Context: an optimization exercise on an open-source flow, tuned for small area and a short achievable clock period. The choices shown serve that exercise and are no tape-out recipe. The RTL was checked by simulation tests, not by an equivalence proof against the original design.

==> flow/design.v, too long to show whole: its modules and the start of the top module <==
// module alu_top: 18 lines
// module fa: 6 lines
// module benc: 7 lines
// module brow: 6 lines
// module fadd: 1184 lines
// module ALU: 715 lines
module alu_top(clk, A, B, opcode, OUT);
  // ...
==> flow/run.sh <==
#!/bin/bash
# synth_recipe.tcl (not shown) runs the flow's synth.tcl, then flattens the netlist and writes it again
# the make line also repeats each setting of config.mk as NAME=value (left out here)
make -C /OpenROAD-flow-scripts/flow DESIGN_CONFIG=/design/flow/config.mk WORK_HOME=/design/flow/orfs CLKGATE_MAP_FILE= SYNTH_SCRIPT=/design/flow/synth_recipe.tcl finish
==> flow/config.mk <==
export PLATFORM = sky130hd
export DESIGN_NAME = alu_top
export DESIGN_NICKNAME = alu_top
export VERILOG_FILES = /design/flow/design.v
export SDC_FILE = /design/flow/constraint.sdc
export NUM_CORES = 4
export LEC_CHECK = 0
export CAP_MARGIN = 20
export CORE_MARGIN = 2
export CORE_UTILIZATION = 60
export SLEW_MARGIN = 20
export SYNTH_HIERARCHICAL = 1
export SYNTH_MINIMUM_KEEP_SIZE = 0
==> flow/constraint.sdc <==
create_clock -name core_clock -period 28.0 [get_ports {clk}]
set_input_delay 5.6000 -clock core_clock [delete_from_list [all_inputs] [get_ports {clk}]]
set_output_delay 5.6000 -clock core_clock [all_outputs]
set_load 0.01 [all_outputs]
==> results by group, run 1 <==
Run status
  • Status: complete, no violations

Layout
  • Nets@finish: 4301
  • Fillers: 4726
  • Register area: approximately 2700 um2
  • Inverter count: between 50 and 60

Synthesis
  • Post-Synth Adder-Cell Area: 0.355
  • Simple-gate share of the synthesized area: 0.0834
  • Share of synthesized registers carrying an async set or reset: 0
  • Largest family of logic cells by synthesized area: adder cells

Detailed routing
  • Vias: between 30000 and 40000
  • DRC errors left: 0
  • Drt first pass iters: 13
  • DR iter-0 viols: 4435
  • Routed length on met1: roughly 46000 um

Clock network
  • CTS Buf Count: 17

Setup path
  • CP max FO: 38
  • Cell at the slowest stage of the critical path: o22ai_4
  • Crit path largest cell delay: 0.93 ns
  • RR Startpoint: op_r[1]

Timing
  • Least-Margin Pin Slew: about 1.2 ns
  • Final Cycle Share: 0.415
  • Post-route setup slack: 16.39 ns
  • RSZ-0062 raised after global routing: false

Min path
  • Hold Path Class: reg -> reg

Floorplanning
  • Die area: just under 60000 um2
==> inputs of run 2 (changes only) <==
--- a/flow/design.v
+++ b/flow/design.v
@@ -1242,33 +1242,35 @@
 wire sh_b = dsh & a_gt;
 wire [23:0] ma_al = sh_a ? {1'b0, ma[23:1]} : ma;
 wire [23:0] mb_al = sh_b ? {1'b0, mb[23:1]} : mb;
 wire [7:0] ec = a_gt ? ea : eb;
 wire [7:0] ec1 = ec + 8'd1;
 wire eff_sub = sa ^ sb ^ is_fps;
 wire [7:0] em = ea + eb;
 wire [7:0] em1 = em + 8'd1;
-wire [31:0] x = {A[31:24] & {8{~is_fpm}}, A[23] | is_fpm, A[22:0]};
-wire [31:0] y = {B[31:24] & {8{is_mul}}, (B[23] & is_mul) | is_fpm,
-                 B[22:1] & {22{is_mul | is_fpm}}, B[0] | is_add};
+wire en_x = is_mul | is_fpm;
+wire [31:0] x = {A[31:24] & {8{is_mul}}, (A[23] & is_mul) | is_fpm, A[22:0] & {23{en_x}}};
+wire [31:0] y = {B[31:24] & {8{~is_fpm}}, B[23] | is_fpm, B[22:0]};
+wire ovr = is_add | is_fas;
+wire [33:0] ov0 = is_fas ? {10'b0, ma_al} : {2'b0, A};
 wire [31:0] z = is_add ? (B ^ {32{opcode[1]}}) :
                 is_fas ? {8'b0, mb_al ^ {24{eff_sub}}} : 32'b0;
 wire cin = is_add & (opcode[0] ^ opcode[1]);
-wire [31:0] pp0 = is_fas ? {8'b0, ma_al} : (x & {32{y[0]}});
 wire [34:0] ye = {2'b0, y, 1'b0};
 wire [15:0] one, two, neg;
+wire neg0e = neg[0] & ~ovr;
 genvar k;
 generate for (k = 0; k < 16; k = k + 1) begin : benc
   benc ue(.b(ye[2*k+2:2*k]), .one(one[k]), .two(two[k]), .neg(neg[k]));
 end endgenerate
 wire [33:0] bp0;
 wire [33:0] bs0;
 brow ur0(.x(x), .one(one[0]), .two(two[0]), .neg(neg[0]), .p(bs0));
-assign bp0 = is_fas ? {10'b0, ma_al} : bs0;
+assign bp0 = ovr ? ov0 : bs0;
 wire [33:0] bp1;
 brow ur1(.x(x), .one(one[1]), .two(two[1]), .neg(neg[1]), .p(bp1));
 wire [33:0] bp2;
 brow ur2(.x(x), .one(one[2]), .two(two[2]), .neg(neg[2]), .p(bp2));
 wire [33:0] bp3;
 brow ur3(.x(x), .one(one[3]), .two(two[3]), .neg(neg[3]), .p(bp3));
 wire [33:0] bp4;
 brow ur4(.x(x), .one(one[4]), .two(two[4]), .neg(neg[4]), .p(bp4));
@@ -1291,17 +1293,17 @@
 wire [33:0] bp13;
 brow ur13(.x(x), .one(one[13]), .two(two[13]), .neg(neg[13]), .p(bp13));
 wire [33:0] bp14;
 brow ur14(.x(x), .one(one[14]), .two(two[14]), .neg(neg[14]), .p(bp14));
 wire [33:0] bp15;
 brow ur15(.x(x), .one(one[15]), .two(two[15]), .neg(neg[15]), .p(bp15));
 wire [31:0] bq = x & {32{y[31]}};
 wire fs1, fc2, hs3, hc4, fs5, fc6, hs7, hc8, fs9, fc10, hs11, hc12, fs13, fc14, fs15, fc16, hs17, hc18, fs19, fc20, fs21, fc22, hs23, hc24, fs25, fc26, fs27, fc28, fs29, fc30, hs31, hc32, fs33, fc34, fs35, fc36, fs37, fc38, hs39, hc40, fs41, fc42, fs43, fc44, fs45, fc46, fs47, fc48, hs49, hc50, fs51, fc52, fs53, fc54, fs55, fc56, fs57, fc58, hs59, hc60, fs61, fc62, fs63, fc64, fs65, fc66, fs67, fc68, fs69, fc70, hs71, hc72, fs73, fc74, fs75, fc76, fs77, fc78, fs79, fc80, fs81, fc82, hs83, hc84, fs85, fc86, fs87, fc88, fs89, fc90, fs91, fc92, fs93, fc94, fs95, fc96, hs97, hc98, fs99, fc100, fs101, fc102, fs103, fc104, fs105, fc106, fs107, fc108, fs109, fc110, hs111, hc112, fs113, fc114, fs115, fc116, fs117, fc118, fs119, fc120, fs121, fc122, fs123, fc124, fs125, fc126, hs127, hc128, fs129, fc130, fs131, fc132, fs133, fc134, fs135, fc136, fs137, fc138, fs139, fc140, fs141, fc142, hs143, hc144, fs145, fc146, fs147, fc148, fs149, fc150, fs151, fc152, fs153, fc154, fs155, fc156, fs157, fc158, fs159, fc160, hs161, hc162, fs163, fc164, fs165, fc166, fs167, fc168, fs169, fc170, fs171, fc172, fs173, fc174, fs175, fc176, fs177, fc178, hs179, hc180, fs181, fc182, fs183, fc184, fs185, fc186, fs187, fc188, fs189, fc190, fs191, fc192, fs193, fc194, fs195, fc196, fs197, fc198, hs199, hc200, fs201, fc202, fs203, fc204, fs205, fc206, fs207, fc208, fs209, fc210, fs211, fc212, fs213, fc214, fs215, fc216, fs217, fc218, hs219, hc220, fs221, fc222, fs223, fc224, fs225, fc226, fs227, fc228, fs229, fc230, fs231, fc232, fs233, fc234, fs235, fc236, fs237, fc238, fs239, fc240, hs241, hc242, fs243, fc244, fs245, fc246, fs247, fc248, fs249, fc250, fs251, fc252, fs253, fc254, fs255, fc256, fs257, fc258, fs259, fc260, fs261, fc262, hs263, hc264, fs265, fc266, fs267, fc268, fs269, fc270, fs271, fc272, fs273, fc274, fs275, fc276, fs277, fc278, fs279, fc280, fs281, fc282, fs283, fc284, fs285, fc286, hs287, hc288, fs289, fc290, fs291, fc292, fs293, fc294, fs295, fc296, fs297, fc298, fs299, fc300, fs301, fc302, fs303, fc304, fs305, fc306, fs307, fc308, fs309, fc310, hs311, hc312, fs313, fc314, fs315, fc316, fs317, fc318, fs319, fc320, fs321, fc322, fs323, fc324, fs325, fc326, fs327, fc328, fs329, fc330, fs331, fc332, fs333, fc334, fs335, fc336, hs337, hc338, fs339, fc340, fs341, fc342, fs343, fc344, fs345, fc346, fs347, fc348, fs349, fc350, fs351, fc352, fs353, fc354, fs355, fc356, fs357, fc358, fs359, fc360, fs361, fc362, hs363, hc364, fs365, fc366, fs367, fc368, fs369, fc370, fs371, fc372, fs373, fc374, fs375, fc376, fs377, fc378, fs379, fc380, fs381, fc382, fs383, fc384, fs385, fc386, fs387, fc388, fs389, fc390, hs391, hc392, fs393, fc394, fs395, fc396, fs397, fc398, fs399, fc400, fs401, fc402, fs403, fc404, fs405, fc406, fs407, fc408, fs409, fc410, fs411, fc412, fs413, fc414, fs415, fc416, fs417, fc418, hs419, hc420, fs421, fc422, fs423, fc424, fs425, fc426, fs427, fc428, fs429, fc430, fs431, fc432, fs433, fc434, fs435, fc436, fs437, fc438, fs439, fc440, fs441, fc442, fs443, fc444, fs445, fc446, fs447, fc448, hs449, hc450, fs451, fc452, fs453, fc454, fs455, fc456, fs457, fc458, fs459, fc460, fs461, fc462, fs463, fc464, fs465, fc466, fs467, fc468, fs469, fc470, fs471, fc472, fs473, fc474, fs475, fc476, fs477, fc478, hs479, hc480, fs481, fc482, fs483, fc484, fs485, fc486, fs487, fc488, fs489, fc490, fs491, fc492, fs493, fc494, fs495, fc496, fs497, fc498, fs499, fc500, fs501, fc502, fs503, fc504, fs505, fc506, fs507, fc508, fs509, fc510, hs511, hc512, fs513, fc514, fs515, fc516, fs517, fc518, fs519, fc520, fs521, fc522, fs523, fc524, fs525, fc526, fs527, fc528, fs529, fc530, fs531, fc532, fs533, fc534, fs535, fc536, fs537, fc538, fs539, fc540, fs541, fc542, hs543, hc544, fs545, fc546, fs547, fc548, fs549, fc550, fs551, fc552, fs553, fc554, fs555, fc556, fs557, fc558, fs559, fc560, fs561, fc562, fs563, fc564, fs565, fc566, fs567, fc568, fs569, fc570, fs571, fc572, fs573, fc574, hs575, hc576, fs577, fc578, fs579, fc580, fs581, fc582, fs583, fc584, fs585, fc586, fs587, fc588, fs589, fc590, fs591, fc592, fs593, fc594, fs595, fc596, fs597, fc598, fs599, fc600, fs601, fc602, fs603, fc604, fs605, fc606, fs607, fc608, fs609, fc610, fs611, fc612, fs613, fc614, fs615, fc616, fs617, fc618, fs619, fc620, fs621, fc622, fs623, fc624, fs625, fc626, fs627, fc628, fs629, fc630, fs631, fc632, fs633, fc634, fs635, fc636, fs637, fc638, hs639, hc640, fs641, fc642, fs643, fc644, fs645, fc646, fs647, fc648, fs649, fc650, fs651, fc652, fs653, fc654, fs655, fc656, fs657, fc658, fs659, fc660, fs661, fc662, fs663, fc664, fs665, fc666, fs667, fc668, fs669, fc670, fs671, fc672, fs673, fc674, fs675, fc676, fs677, fc678, fs679, fc680, fs681, fc682, fs683, fc684, fs685, fc686, fs687, fc688, fs689, fc690, fs691, fc692, fs693, fc694, fs695, fc696, fs697, fc698, hs699, hc700, fs701, fc702, fs703, fc704, fs705, fc706, fs707, fc708, fs709, fc710, fs711, fc712, fs713, fc714, fs715, fc716, fs717, fc718, fs719, fc720, fs721, fc722, fs723, fc724, fs725, fc726, fs727, fc728, fs729, fc730, fs731, fc732, fs733, fc734, fs735, fc736, fs737, fc738, fs739, fc740, fs741, fc742, fs743, fc744, fs745, fc746, fs747, fc748, fs749, fc750, fs751, fc752, fs753, fc754, hs755, hc756, fs757, fc758, fs759, fc760, fs761, fc762, fs763, fc764, fs765, fc766, fs767, fc768, fs769, fc770, fs771, fc772, fs773, fc774, fs775, fc776, fs777, fc778, fs779, fc780, fs781, fc782, fs783, fc784, fs785, fc786, fs787, fc788, fs789, fc790, fs791, fc792, fs793, fc794, fs795, fc796, fs797, fc798, fs799, fc800, fs801, fc802, fs803, fc804, fs805, fc806, hs807, hc808, fs809, fc810, fs811, fc812, fs813, fc814, fs815, fc816, fs817, fc818, fs819, fc820, fs821, fc822, fs823, fc824, fs825, fc826, fs827, fc828, fs829, fc830, fs831, fc832, fs833, fc834, fs835, fc836, fs837, fc838, fs839, fc840, fs841, fc842, fs843, fc844, fs845, fc846, fs847, fc848, fs849, fc850, fs851, fc852, fs853, fc854, hs855, hc856, fs857, fc858, fs859, fc860, fs861, fc862, fs863, fc864, fs865, fc866, fs867, fc868, fs869, fc870, fs871, fc872, fs873, fc874, fs875, fc876, fs877, fc878, fs879, fc880, fs881, fc882, fs883, fc884, fs885, fc886, fs887, fc888, fs889, fc890, fs891, fc892, fs893, fc894, fs895, fc896, fs897, fc898, hs899, hc900, fs901, fc902, fs903, fc904, fs905, fc906, fs907, fc908, fs909, fc910, fs911, fc912, fs913, fc914, fs915, fc916, fs917, fc918, fs919, fc920, fs921, fc922, fs923, fc924, fs925, fc926, fs927, fc928, fs929, fc930, fs931, fc932, fs933, fc934, fs935, fc936, fs937, fc938, hs939, hc940, fs941, fc942, fs943, fc944, fs945, fc946, fs947, fc948, fs949, fc950, fs951, fc952, fs953, fc954, fs955, fc956, fs957, fc958, fs959, fc960, fs961, fc962, fs963, fc964, fs965, fc966, fs967, fc968, fs969, fc970, fs971, fc972, fs973, fc974, hs975, hc976, fs977, fc978, fs979, fc980, fs981, fc982, fs983, fc984, fs985, fc986, fs987, fc988, fs989, fc990, fs991, fc992, fs993, fc994, fs995, fc996, fs997, fc998, fs999, fc1000, fs1001, fc1002, fs1003, fc1004, fs1005, fc1006, hs1007, hc1008, fs1009, fc1010, fs1011, fc1012, fs1013, fc1014, fs1015, fc1016, fs1017, fc1018, fs1019, fc1020, fs1021, fc1022, fs1023, fc1024, fs1025, fc1026, fs1027, fc1028, fs1029, fc1030, fs1031, fc1032, fs1033, fc1034, hs1035, hc1036, fs1037, fc1038, fs1039, fc1040, fs1041, fc1042, fs1043, fc1044, fs1045, fc1046, fs1047, fc1048, fs1049, fc1050, fs1051, fc1052, fs1053, fc1054, fs1055, fc1056, fs1057, fc1058, hs1059, hc1060, fs1061, fc1062, fs1063, fc1064, fs1065, fc1066, fs1067, fc1068, fs1069, fc1070, fs1071, fc1072, fs1073, fc1074, fs1075, fc1076, fs1077, fc1078, hs1079, hc1080, fs1081, fc1082, fs1083, fc1084, fs1085, fc1086, fs1087, fc1088, fs1089, fc1090, fs1091, fc1092, fs1093, fc1094, hs1095, hc1096, fs1097, fc1098, fs1099, fc1100, fs1101, fc1102, fs1103, fc1104, fs1105, fc1106, hs1107, hc1108, fs1109, fc1110, fs1111, fc1112, fs1113, fc1114, hs1115, hc1116, fs1117, fc1118;
-fa ufs1(.a(neg[0]), .b(bp0[0]), .c(z[0]), .s(fs1), .co(fc2));
+fa ufs1(.a(neg0e), .b(bp0[0]), .c(z[0]), .s(fs1), .co(fc2));
 assign hs3 = bp0[1] ^ z[1];
 assign hc4 = bp0[1] & z[1];
 fa ufs5(.a(bp1[0]), .b(neg[1]), .c(bp0[2]), .s(fs5), .co(fc6));
 assign hs7 = z[2] ^ hc4;
 assign hc8 = z[2] & hc4;
 fa ufs9(.a(bp1[1]), .b(bp0[3]), .c(z[3]), .s(fs9), .co(fc10));
 assign hs11 = fc6 ^ hc8;
 assign hc12 = fc6 & hc8;
@@ -1901,26 +1903,26 @@
 fa ufs1113(.a(1'b1), .b(bp15[32]), .c(bq[30]), .s(fs1113), .co(fc1114));
 assign hs1115 = fc1110 ^ fs1113;
 assign hc1116 = fc1110 & fs1113;
 fa ufs1117(.a(~bp15[33]), .b(bq[31]), .c(fc1114), .s(fs1117), .co(fc1118));
 wire [63:0] prod;
 wire [23:1] prod1;
 fadd uadd(.a({hc1116, fc1112, hc1108, fc1102, hc1096, fc1088, hc1080, fc1070, hc1060, fc1048, hc1036, fc1022, hc1008, fc992, hc976, fc958, hc940, fc920, hc900, fc878, hc856, fc832, hc808, fc782, hc756, fc728, hc700, fc670, hc640, fc608, hc576, hc544, hc512, hc480, hc450, hc420, hc392, hc364, hc338, fs335, hc288, hc264, hc242, hc220, hc200, hc180, hc162, hc144, fs141, hc112, hc98, hc84, hc72, hc60, fs57, hc40, hc32, hc24, fs21, hc12, fs9, fs5, fc2, cin}), .b({fs1117, hs1115, fs1111, hs1107, fs1101, hs1095, fs1087, hs1079, fs1069, hs1059, fs1047, hs1035, fs1021, hs1007, fs991, hs975, fs957, hs939, fs919, hs899, fs877, hs855, fs831, hs807, fs781, hs755, fs727, hs699, fs669, hs639, fs607, hs575, hs543, hs511, hs479, hs449, hs419, hs391, hs363, hs337, hs311, hs287, hs263, hs241, hs219, hs199, hs179, hs161, hs143, hs127, hs111, hs97, hs83, hs71, hs59, hs49, hs39, hs31, hs23, hs17, hs11, hs7, hs3, fs1}), .s(prod), .s1(prod1));
 wire r24 = prod[24];
-wire [22:0] m_add = r24 ? prod[23:1] : prod[22:0];
-wire [22:0] m_sub = r24 ? prod1[23:1] : ~prod[23:1];
-wire [22:0] m_as = eff_sub ? m_sub : m_add;
 wire [7:0] e_as = (eff_sub | r24) ? ec1 : ec;
 wire s_as = (eff_sub & ~is_fps) ? (r24 ? sa : sb) : sa;
 wire p47 = prod[47];
-wire [22:0] m_m = p47 ? prod[46:24] : {prod[45:24], 1'b0};
 wire [7:0] e_m = p47 ? em1 : em;
 wire s_m = sa ^ sb;
-wire [31:0] fpres = is_fpm ? {s_m, e_m, m_m} : {s_as, e_as, m_as};
+wire late = is_fpm ? p47 : r24;
+wire [22:0] m_hi = is_fpm ? prod[46:24] : (eff_sub ? prod1[23:1] : prod[23:1]);
+wire [22:0] m_lo = is_fpm ? {prod[45:24], 1'b0} : (eff_sub ? ~prod[23:1] : prod[22:0]);
+wire [22:0] m_fp = late ? m_hi : m_lo;
+wire [31:0] fpres = is_fpm ? {s_m, e_m, m_fp} : {s_as, e_as, m_fp};
 reg [3:0] tt;
 always @(*) begin
   case (opcode)
     5'd8:  tt = 4'b1000;
     5'd9:  tt = 4'b1110;
     5'd10: tt = 4'b0110;
     5'd11: tt = 4'b0111;
     5'd12: tt = 4'b0001;
==> flow/config.mk (replaced) <==
export PLATFORM = sky130hd
export DESIGN_NAME = alu_top
export DESIGN_NICKNAME = alu_top
export VERILOG_FILES = /design/flow/design.v
export SDC_FILE = /design/flow/constraint.sdc
export NUM_CORES = 4
export LEC_CHECK = 0
export CAP_MARGIN = 50
export CORE_MARGIN = 2
export CORE_UTILIZATION = 60
export SLEW_MARGIN = 70
export SYNTH_HIERARCHICAL = 1
export SYNTH_MINIMUM_KEEP_SIZE = 0
==> results by group, run 2 <==
Synthesis
  • Post-Syn Area per Cell: between 9 and 10 um2
  • Share of synthesized registers carrying an async set or reset: 0 (unchanged)
  • Synth cell types: 93
  • Most common cell in the netlist: xnor2_1
  • Synth area leaders: fa_1 (30%), xnor2_1 (16%), a22oi_1 (11%)
  • Sequential share of the synthesized area: 0.0770
  • EDFF count, synth: 0
  • Top post-synthesis cells by count: xnor2_1 (649), fa_1 (514), a22oi_1 (505)
  • Yosys warns: 8
  • Cell area after synthesis: around 35000 um2
  • Syn Inst Count: around 3700
  • Most used DFF post-synth: dfxtp_1
  • Largest area contributor in the netlist: fa_1
  • Yosys top cell area share: 0.297
  • Flops & latches, synth: around 130

Timing
  • Final hold vios: 0
  • Post-Route Setup TNS: 0 ns
  • Max_slew headroom: 0.666
  • Max Freq: slightly above 100 MHz
  • Post-route setup slack: 18.32 ns (+1.93 ns)
  • Min Tclk post-route: approximately 9.7 ns
  • Slew Limit Fails: 0
  • Final setup skew: 0.0203 ns
  • Least-Margin Pin Slew: 0.497 ns (-0.715 ns)
  • RSZ-0062 raised after global routing: false
  • Final setup fails: 0
  • Final Cycle Share: 0.346 (-0.0690)

Place
  • Setup Slack @ Placement: about 18 ns
  • Gpl congestion: 1.04
  • Port-buffer cells: roughly 130
  • DP HPWL: 102000 um

Setup path
  • Crit path largest cell delay: 0.48 ns (-0.45 ns)
  • CP max FO: 40 (+5.3%)
  • Cell with the most instances on the worst path: fa_1
  • Worst Path Required: ~28 ns
  • Cell at the slowest stage of the critical path: dfxtp_1
  • CP endpoint kind: flip-flop
  • Crit start category: flip-flop
  • Worst Path Arrival: ~10 ns
  • WS Path Type: reg -> reg

Clock network
  • Htree depth: 4
  • Post-CTS Hold Fix Bufs: 0
  • CTS-repair resized insts: 0
  • CTS Buf Count: 17 (unchanged)
  • Setup bufs post-CTS: 0
  • Clock transition at path regs: 0.07 ns
  • Skew-Pair Late Insertion Delay: 0.44 ns
  • CTS tree: yes
  • Sink Count: around 130
  • Max Root-Sink Buffers: 2
  • Root Buffer: clkbuf_16

Layout
  • Commonest cells after routing, fill and taps aside: xnor2_1 (632), fa_1 (514), a22oi_1 (505)
  • Max FFs per register: 64
  • Layout cells sized above 1: 0.108
  • Biggest register: out_r
  • Post-Route Utilization: 0.665
  • Most common cell after layout, fill and taps aside: xnor2_1
  • Nets@finish: 4423 (+2.8%)
  • Area Growth Syn to Fin: 10.3%
  • Biggest regs: out_r: 64 flops, a_r: 32 flops, b_r: 32 flops

Floorplanning
  • Initial Utilization: 0.603
  • Core area: 57400 um2
  • Die H: around 240 um
  • Site Rows: 88
  • Die area: 59600 um2 (+0.39%)
  • Die span in x: between 200 and 250 um
  • I/O pins: 134

Detailed routing
  • DRC errors left: 0 (unchanged)
  • Post-route ant nets: 0
  • Routed WL: around 140000 um
  • Vias: 32500 (+3.0%)
  • Vias/cell: 7.28
  • Drt first pass iters: 10 (-3)
  • Wire per inst: roughly 32 um
  • DR iter-0 viols: 4127 (-6.9%)

Flow run
  • Number of max-cap violations: 0

Global route
  • Largest net degree at the start of global routing: between 60 and 70
  • First-pass GRT wire length: between 200000 and 250000 um
  • Congestion Overflow GR: 0
  • Initial antenna violation count: 6
  • Vias in the first global route: between 30000 and 40000
  • GRT Resource Usage Total: 0.479

Run status
  • Status: complete, no violations

Min path
  • Hold Path Class: reg -> reg
## run 2: changes by cell type in the layout (fill, tap and decap cells not counted), sizes merged, moves of 20 or more
cell / delta
a21oi: +22
o211ai: -22
and3: -20
o21ai: +59
a211oi: -21
mux2: -21
mux2i: -21
a221oi: +22
buf: +60
a222oi: -23
## run 2: Yosys stat by module, one instance, submodules excluded
module | area, um2 | times used | flip-flops and latches | cells inside
benc | 38.8 | 16 | 0 | 5
brow | 614 | 16 | 0 | 77
fa | 20.0 | 512 | 0 | 1
fadd | 4400 | 1 | 0 | 640
alu_top | 2660 | 1 | 133 | 133
ALU | 6820 | 1 | 0 | 1079
## run 2: metal layers
layer,track usage,part of all wire
met3,0.168,0.13
met2,0.723,0.44
met5,0.000817,0.00060
met1,0.550,0.33
met4,0.389,0.098
## run 2: worst max-delay path: cells and delay by family, from the launching register on
| family | cells | cell delay (ns) |
|---|---|---|
| and+or+nand+nor | 9 | 1.54 |
| buffers and inverters | 6 | 1.63 |
| AOI/OAI and AO/OA | 7 | 1.31 |
| DFF | 1 | 0.48 |
| adders and majority gates | 8 | 3.49 |
| xor gates and xnor gates | 4 | 1.06 |
## run 2: per-stage QoR
stage / cells / instance area [um2] / hold slack [ns]
after detailed placement: 4425 / 37300 / 0.625
final: 4466 / 38200 / 0.658
after CTS: 4457 / 37900 / 0.653
after floorplan: 3693 / 34700 / 0.569
after global routing: 4465 / 38200 / 0.682
after global placement: 4384 / 36000 / 0.718
## run 2: cells by family (layout without fill, tap and decap cells)
logic type                 after synthesis  count (layout)  share of synthesized area
and+or+nand+nor                        644             644                     0.0888
AOI/OAI and AO/OA                     1083            1083                      0.217
other                                    2              22                   0.000217
muxes                                   55              55                     0.0167
buffers and inverters                  386             391                     0.0689
DFF                                    133             133                     0.0770
adders and majority gates              668             668                      0.353
xor gates and xnor gates               705             705                      0.179
## run 2: layout make-up
class	instances	area (um2)
clock inverter	15	181
antenna	3	7.51
inverter	61	229
multi-input combinational	3174	30400
sequential	133	2710
fill	4674	19200
tap	765	957
timing repair buffer	298	3230
clock buffer	17	425
## run 2: path summary, 6_finish.rpt
kind	startpoint	endpoint	slack (ns)	depth (start not counted)
worst max-delay path	op_r[2]	out_r[29]	18.32	34
worst min-delay path	b_r[17]	out_r[17]	0.66	3
worst max register to register	op_r[2]	out_r[29]	18.32	34
worst min register to register	b_r[17]	out_r[17]	0.66	3

separate check: timing with driven ports:
In the flow no input, the clock included, has a driving cell. The finished layouts below were timed again as built, in two steps. Step 1 assumes that a clkbuf_16 drives the clock port and a buf_2 every other input. Step 2 also shifts input and output timing later by t, the mid clock arrival at the registers, as if the neighbouring blocks saw the same clock. a / b / c = ideal / step 1 / step 2; a / b = the first two.
| run | t, ns | slack for setup (ns) | worst setup path after step 2 | worst register clock-pin slew, ns | pins driven straight from the clock port |
|---|---|---|---|---|---|
| run 1 | 0.510 | 16.388 / 16.388 / 16.388 | register to register | 0.08 / 0.08 | 1 |
| run 2 | 0.489 | 18.321 / 18.321 / 18.321 | register to register | 0.08 / 0.08 | 1 |
After both steps setup and hold are still met in every run listed.
